This design comes from an exercise in tuning for small area on the open sky130 flow, not from production work. Only simulation tests tie the RTL to the original design; equivalence was not proved. The clock port is modelled as an ideal driver; clocking choices that lean on that would not hold on a real chip.

== the reference run ==
Design usb2_packet, start of the top module:
module usb2_packet (
input	wire			phy_clk,
input	wire			reset_n,
input	wire			in_act,
input	wire	[7:0]	in_byte,
input	wire			in_latch,
input	wire			out_cts,
input	wire			out_nxt,
output	wire	[7:0]	out_byte,
output	reg				out_latch,
output	reg				out_stp,
output	reg		[3:0]	sel_endp,
output	wire	[8:0]	buf_in_addr,
output	wire	[7:0]	buf_in_data,
output	wire			buf_in_wren,
input	wire			buf_in_ready,
output	reg				buf_in_commit,
output	reg		[9:0]	buf_in_commit_len,
input	wire			buf_in_commit_ack,
output	reg		[9:0]	buf_out_addr,
input	wire	[7:0]	buf_out_q,
input	wire	[9:0]	buf_out_len,
input	wire			buf_out_hasdata,
output	reg				buf_out_arm,
input	wire			buf_out_arm_ack,
input	wire	[1:0]	endp_mode,
output	reg				data_toggle_act,
input	wire	[1:0]	data_toggle,
input	wire	[6:0]	dev_addr,
output	reg				err_crc_pid,
output	reg				err_crc_tok,
output	reg				err_crc_pkt,
output	wire			err_pid_out_of_seq,
output	reg		[10:0]	dbg_frame_num,
output	wire	[2:0]	dbg_pkt_type
);
  ...
For scale: about 780 cells after synthesis, ~120 I/O pins, ~0.0073 mm^2 of cells after synthesis.
Settings: LEC_CHECK=0, CAP_MARGIN=0, CORE_MARGIN=2, CORE_UTILIZATION=65, PLACE_DENSITY=0.8, SLEW_MARGIN=0; clock period 10.0 ns.
standard.sh (not shown) runs the stock make flow with config.mk's settings and CLKGATE_MAP_FILE= SYNTH_SCRIPT=/design/flow/synth_recipe.tcl, a recipe that flattens the netlist after the stock synthesis.
==> flow/flow/run.sh <==
#!/bin/bash
# Own layout flow:
#  1. the standard synthesis (bash standard.sh synth);
#  2. a second synthesis of the same design with an area-oriented ABC script in
#     place of ORFS's speed script (everything before ABC, and so every
#     register, is the same as in the standard synthesis);
#  3. area-oriented re-mapping of the combinational logic of both netlists with
#     several ABC seeds, registers kept as they are; each candidate is proved
#     equivalent to the standard netlist (registers paired by name) and the
#     smallest one replaces the standard netlist;
#  4. the standard ORFS layout from there, with buf_1 port buffers and a clock
#     tree built from clkbuf_8, then sized down where the clock slew allows.
# Every tool writes its full output to a log_*.txt file in this folder.
set -uo pipefail
WORK=$(pwd)
LIB=$FLOW_HOME/platforms/sky130hd/lib/sky130_fd_sc_hd__tt_025C_1v80.lib
R=$WORK/orfs/results/sky130hd/usb2_packet/base
TOP=$FLOW_TOP
DU="-dont_use *lpflow* -dont_use *probe* -dont_use *clkdly* -dont_use *dlygate* -dont_use *dlymetal* -dont_use *clkbuf* -dont_use *clkinv*"

# 1. standard synthesis
bash standard.sh synth > $WORK/log_synth_std.txt 2>&1 || exit 1
cp $R/1_2_yosys.v $WORK/std_netlist.v

regs() { grep -oE "sky130_fd_sc_hd__(df|edf|sdf|dl|sedf)[a-z0-9_]* +[^ ]+ *\(" "$1" | sed 's/ *($//' | sort; }
regs $WORK/std_netlist.v > $WORK/std_regs.txt

# 2. area-oriented synthesis
cat > $WORK/my_abc.script <<'EOA'
strash; &get -n; &st; &deepsyn -T 30; &dch -f; &nf -R 1000; &put; strash; &get -n; &st; &dch -f; &nf -R 1000; &put
EOA
cat > $WORK/my_synth.tcl <<EOT
proc abc {args} {
  set out {}
  set skip 0
  foreach a \$args {
    if {\$skip} { set skip 0; continue }
    if {\$a eq "-script"} { set skip 1; lappend out -script $WORK/my_abc.script; continue }
    if {\$a eq "-D"} { set skip 1; continue }
    lappend out \$a
  }
  yosys abc {*}\$out
}
source $WORK/synth_recipe.tcl
EOT
sed -e "s|WORK_HOME=[^ ]*|WORK_HOME=$WORK/myorfs|" -e "s|SYNTH_SCRIPT=[^ ]*|SYNTH_SCRIPT=$WORK/my_synth.tcl|" -e '/^if /,$d' standard.sh > $WORK/my_synth.sh
CANDS="std"
if bash $WORK/my_synth.sh synth > $WORK/log_synth_my.txt 2>&1; then
  cp $WORK/myorfs/results/sky130hd/usb2_packet/base/1_2_yosys.v $WORK/my_netlist.v
  regs $WORK/my_netlist.v > $WORK/my_regs.txt
  if cmp -s $WORK/std_regs.txt $WORK/my_regs.txt; then CANDS="std my"; fi
fi

resyn() { # resyn IN.v TAG SEED
  local IN=$1 TAG=$2 S=$3
  local FLOPS
  FLOPS=$(grep -o "sky130_fd_sc_hd__[a-z0-9_]*" $IN | sort -u | grep -E "__(df|edf|sdf|dl[a-z]|sedf|conb)" | tr '\n' ' ')
  echo "strash; &get -n; &st; &deepsyn -T 30 -S $S; &dch -f; &nf -R 1000; &put; strash; &get -n; &st; &dch -f; &nf -R 1000; &put" > $WORK/rs_$TAG.abc
  cat > $WORK/rs_$TAG.ys <<EOY
read_liberty -ignore_miss_func $LIB
setattr -mod -set blackbox 1 $FLOPS
read_verilog $IN
hierarchy -top $TOP
flatten
opt -purge
abc -liberty $LIB $DU -script $WORK/rs_$TAG.abc
opt_clean -purge
hilomap -singleton -hicell sky130_fd_sc_hd__conb_1 HI -locell sky130_fd_sc_hd__conb_1 LO
splitnets
opt_clean -purge
tee -o $WORK/rs_$TAG.stat stat -liberty $LIB
select $TOP
write_verilog -noattr -selected $WORK/rs_$TAG.v
EOY
  yosys -l $WORK/log_rs_$TAG.txt $WORK/rs_$TAG.ys > /dev/null 2>&1
}
check() { # check CAND.v TAG -> prints area if equivalent to std netlist with the same registers
  local V=$1 TAG=$2
  [[ -f $V ]] || return 1
  regs $V > $WORK/regs_$TAG.txt
  cmp -s $WORK/std_regs.txt $WORK/regs_$TAG.txt || return 1
  cat > $WORK/eq_$TAG.ys <<EOY
read_liberty -ignore_miss_func $LIB
read_verilog $WORK/std_netlist.v
rename $TOP gold
read_verilog $V
rename $TOP gate
rename -hide gold/c:_*_
rename -hide gate/c:_*_
rename -hide gold/w:_*_
rename -hide gate/w:_*_
flatten gold gate
opt_clean
equiv_make gold gate equiv
hierarchy -top equiv
equiv_simple -seq 2
equiv_induct
equiv_status -assert
EOY
  yosys -l $WORK/log_eq_$TAG.txt $WORK/eq_$TAG.ys > /dev/null 2>&1 || return 1
  return 0
}
area() { grep "Chip area" $1 | awk '{print $NF}'; }

# 3. round 1: 5 seeds on each starting netlist
for C in $CANDS; do
  for S in 1 2 3 4 5; do resyn $WORK/${C}_netlist.v r1_${C}_$S $S & done
done
wait
BEST=""; BESTA=1e18
pick() { # pick TAG
  local TAG=$1 A
  [[ -f $WORK/rs_$TAG.stat ]] || return
  A=$(area $WORK/rs_$TAG.stat)
  if python3 -c "import sys; sys.exit(0 if float('$A') < float('$BESTA') else 1)"; then
    if check $WORK/rs_$TAG.v $TAG; then BEST=$TAG; BESTA=$A; fi
  fi
}
for C in $CANDS; do for S in 1 2 3 4 5; do pick r1_${C}_$S; done; done
echo "round 1 best: ${BEST:-none} $BESTA" >> $WORK/log_resyn_choice.txt
if [[ -n "$BEST" ]]; then
  B1=$BEST
  for S in 6 7 8 9 10 11; do resyn $WORK/rs_$B1.v r2_$S $S & done
  wait
  for S in 6 7 8 9 10 11; do pick r2_$S; done
  echo "round 2 best: $BEST $BESTA" >> $WORK/log_resyn_choice.txt
  B2=$BEST
  for S in 12 13 14 15; do resyn $WORK/rs_$B2.v r3_$S $S & done
  wait
  for S in 12 13 14 15; do pick r3_$S; done
  echo "round 3 best: $BEST $BESTA" >> $WORK/log_resyn_choice.txt
  cp $WORK/rs_$BEST.v $R/1_2_yosys.v
  touch $R/1_2_yosys.v
  rm -f $R/1_synth.odb $R/1_synth.sdc
  bash standard.sh synth > $WORK/log_synth_odb.txt 2>&1 || exit 1
fi

# 4. layout
export BUFFER_PORTS_ARGS="-buffer_cell sky130_fd_sc_hd__buf_1"
export CTS_ARGS="-sink_clustering_enable -repair_clock_nets -dont_use_dummy_load -buf_list sky130_fd_sc_hd__clkbuf_8"
export POST_CTS_TCL=$WORK/flow/post_cts.tcl
bash standard.sh > $WORK/log_layout.txt 2>&1
Other scripts of this flow, unchanged in this note and not shown: flow/flow/post_cts.tcl
diff inputs: the reference run => the trial run
-- flow/design.v --
<<< the reference run, line 127
					ST_OUT_3			= 4'd15;
	reg				reset_1, reset_2;
	reg		[8:0]	buf_in_addr_2, buf_in_addr_1, buf_in_addr_0;
	reg		[7:0]	buf_in_data_1, buf_in_data_0;
	reg				buf_in_wren_1, buf_in_wren_0;
>>> the trial run, line 127
					ST_OUT_3			= 4'd15;
	reg				reset_1, reset_2;
	reg		[8:0]	buf_in_addr_1, buf_in_addr_0;
	reg		[7:0]	buf_in_data_1, buf_in_data_0;
	reg				buf_in_wren_1, buf_in_wren_0;
<<< the reference run, line 145
	reg		[6:0]	local_dev_addr;
	reg		[10:0]	bc;
	reg				bc_neg;
	wire	[10:0]	bc_inc = bc + 1'b1;
	wire			bc_hi0 = (bc[8:1] == 0);
	wire			bc_lt512 = bc_neg ? ((bc_hi0 && bc[10:9] == 0) || (bc >= 11'd1538)) : (bc < 512);
	wire	[3:0]	tok_endp_now	= {buf_in_data_1[2:0], buf_in_data_0[7]};
	wire	[4:0]	tok_crc5_now	= buf_in_data_1[7:3];
>>> the trial run, line 145
	reg		[6:0]	local_dev_addr;
	reg		[10:0]	bc;
	parameter [1:0]	A2_BC = 2'd0, A2_TWO = 2'd1, A2_LEN = 2'd2, A2_NEG = 2'd3;
	reg		[1:0]	a2_mode;
	wire			bc_neg = (a2_mode == A2_NEG);
	wire	[10:0]	bc_inc = bc + 1'b1;
	wire			bc_hi0 = (bc[8:1] == 0);
	wire	[8:0]	buf_in_addr_2 = (a2_mode[0] == 1'b0) ? bc[8:0] : 9'd2;
	wire			bc_zero = (a2_mode == A2_LEN);
	wire			bc_lt512 = bc_zero || (bc_neg ? ((bc_hi0 && bc[10:9] == 0) || (bc >= 11'd1538)) : (bc < 512));
	wire	[3:0]	tok_endp_now	= {buf_in_data_1[2:0], buf_in_data_0[7]};
	wire	[4:0]	tok_crc5_now	= buf_in_data_1[7:3];
<<< the reference run, line 229
				endcase
				bc <= 0;
				bc_neg <= 0;
				buf_in_addr_2 <= 0;
				state <= ST_IN_1;
				buf_in_ready_latch <= buf_in_ready;
>>> the trial run, line 233
				endcase
				bc <= 0;
				a2_mode <= A2_BC;
				state <= ST_IN_1;
				buf_in_ready_latch <= buf_in_ready;
<<< the reference run, line 243
		if(in_latch) begin
			bc <= bc_inc;
			buf_in_addr_2 <= bc_inc[8:0];
			crc16 <= next_crc16;
			crc_ok <= crc_v && (in_byte == crc_e);
>>> the trial run, line 246
		if(in_latch) begin
			bc <= bc_inc;
			crc16 <= next_crc16;
			crc_ok <= crc_v && (in_byte == crc_e);
<<< the reference run, line 264
				if(pid_last == PL_OUT && bc == 2) begin
					pid_send <= PS_ACK;
					bc <= 0;
					state <= ST_OUT_0;
					buf_in_commit <= 1;
>>> the trial run, line 266
				if(pid_last == PL_OUT && bc == 2) begin
					pid_send <= PS_ACK;
					a2_mode <= A2_LEN;
					state <= ST_OUT_0;
					buf_in_commit <= 1;
<<< the reference run, line 293
			PC_PING: begin
				bc <= 0;
				state <= ST_IN_TOK_PING;
			end
>>> the trial run, line 295
			PC_PING: begin
				bc <= 0;
				a2_mode <= A2_TWO;
				state <= ST_IN_TOK_PING;
			end
<<< the reference run, line 320
		if(crc_ok) begin
			pid_send <= buf_in_ready_latch ? PS_ACK : PS_NAK;
			bc <= 0;
			state <= (endp_mode == EP_MODE_ISOCH) ? ST_WAIT_EOP : ST_OUT_0;
		end else begin
>>> the trial run, line 323
		if(crc_ok) begin
			pid_send <= buf_in_ready_latch ? PS_ACK : PS_NAK;
			a2_mode <= A2_LEN;
			state <= (endp_mode == EP_MODE_ISOCH) ? ST_WAIT_EOP : ST_OUT_0;
		end else begin
<<< the reference run, line 329
	ST_OUT_PRE_0: begin
		bc <= 0;
		pid_send <= data_pid;
		state <= ST_OUT_PRE_1;
>>> the trial run, line 332
	ST_OUT_PRE_0: begin
		bc <= 0;
		a2_mode <= A2_TWO;
		pid_send <= data_pid;
		state <= ST_OUT_PRE_1;
<<< the reference run, line 336
		if(buf_out_hasdata) begin
			bc <= {1'b1, ~buf_out_len};
			bc_neg <= 1;
			state <= ST_OUT_0;
		end else if(bc == 31) begin
>>> the trial run, line 340
		if(buf_out_hasdata) begin
			bc <= {1'b1, ~buf_out_len};
			a2_mode <= A2_NEG;
			state <= ST_OUT_0;
		end else if(bc == 31) begin
<<< the reference run, line 357
	ST_OUT_2: begin
		out_latch <= 1'b0;
		if(bc != {10'd0, bc_neg}) begin
			out_latch <= 1;
			state <= ST_OUT_3;
>>> the trial run, line 361
	ST_OUT_2: begin
		out_latch <= 1'b0;
		if(!bc_zero && bc != {10'd0, bc_neg}) begin
			out_latch <= 1;
			state <= ST_OUT_3;
<<< the reference run, line 396
	if(state == ST_RST_0) begin
		bc <= 0;
		bc_neg <= 0;
		crc_e <= 0;
		pid_last <= PL_OTHER;
>>> the trial run, line 400
	if(state == ST_RST_0) begin
		bc <= 0;
		crc_e <= 0;
		pid_last <= PL_OTHER;
<<< the reference run, line 412
		crc_ok <= 0;
		crc16_byte_sel <= 0;
		{buf_in_addr_2, buf_in_addr_1, buf_in_addr_0} <= 0;
		{buf_in_data_1, buf_in_data_0} <= 0;
		{buf_in_wren_1, buf_in_wren_0} <= 0;
>>> the trial run, line 415
		crc_ok <= 0;
		crc16_byte_sel <= 0;
		{buf_in_addr_1, buf_in_addr_0} <= 0;
		a2_mode <= A2_BC;
		{buf_in_data_1, buf_in_data_0} <= 0;
		{buf_in_wren_1, buf_in_wren_0} <= 0;
==> comparison <==
The trial run falls short of the reference run in normalized max-slew margin. Compared with the reference run, the trial run shows a lower global-route track usage on met3. Compared with the reference run, the trial run shows a last weighted congestion value of the routability-driven placer that is about 1.3% lower. Between the trial run and the reference run, it is the trial run whose via count is lower, by 416. The trial run vs. the reference run: cell area lower; core utilization higher; overall routed net length lower. The trial run ended up with a lower global-route usage than the reference run did. Against the reference run, smallest setup slack after layout in the trial run came out worse. The trial run against the reference run; wire length of the first global-routing pass is down by a few percent. Largest net degree at the start of global routing: the trial run vs the reference run, no meaningful difference.

==> what the ideal ports hide <==
In the flow no input, the clock included, has a driving cell. The finished layouts below were timed again as built, in two steps.
Step 1 sets driving cells, clkbuf_16 on the clock port and buf_2 on the other inputs (assumed; they add their load-dependent delay and slew).
Step 2 moves the port delays by t, midway between the first and last clock arrival at a register: inputs arrive t later, outputs are due t later. That takes back most of the time a late clock gives input paths.
Slacks: ideal / step 1 / step 2; pairs: ideal / step 1.
| run | t, ns | setup WS [ns] | worst setup path at the end | clock arrival spread, ns | cell pins on the clock port's net |
|---|---|---|---|---|---|
| the reference run | 0.853 | 5.113 / 5.081 / 4.483 | input to register | 0.043 / 0.043 | 1 |
| the trial run | 0.850 | 4.092 / 4.104 / 3.254 | input to register | 0.047 / 0.048 | 1 |
After both steps setup and hold are still met in every run listed. The setup slack of the trial run, which loses most, moves by +0.012 ns with the drivers and by -0.838 ns with both steps.
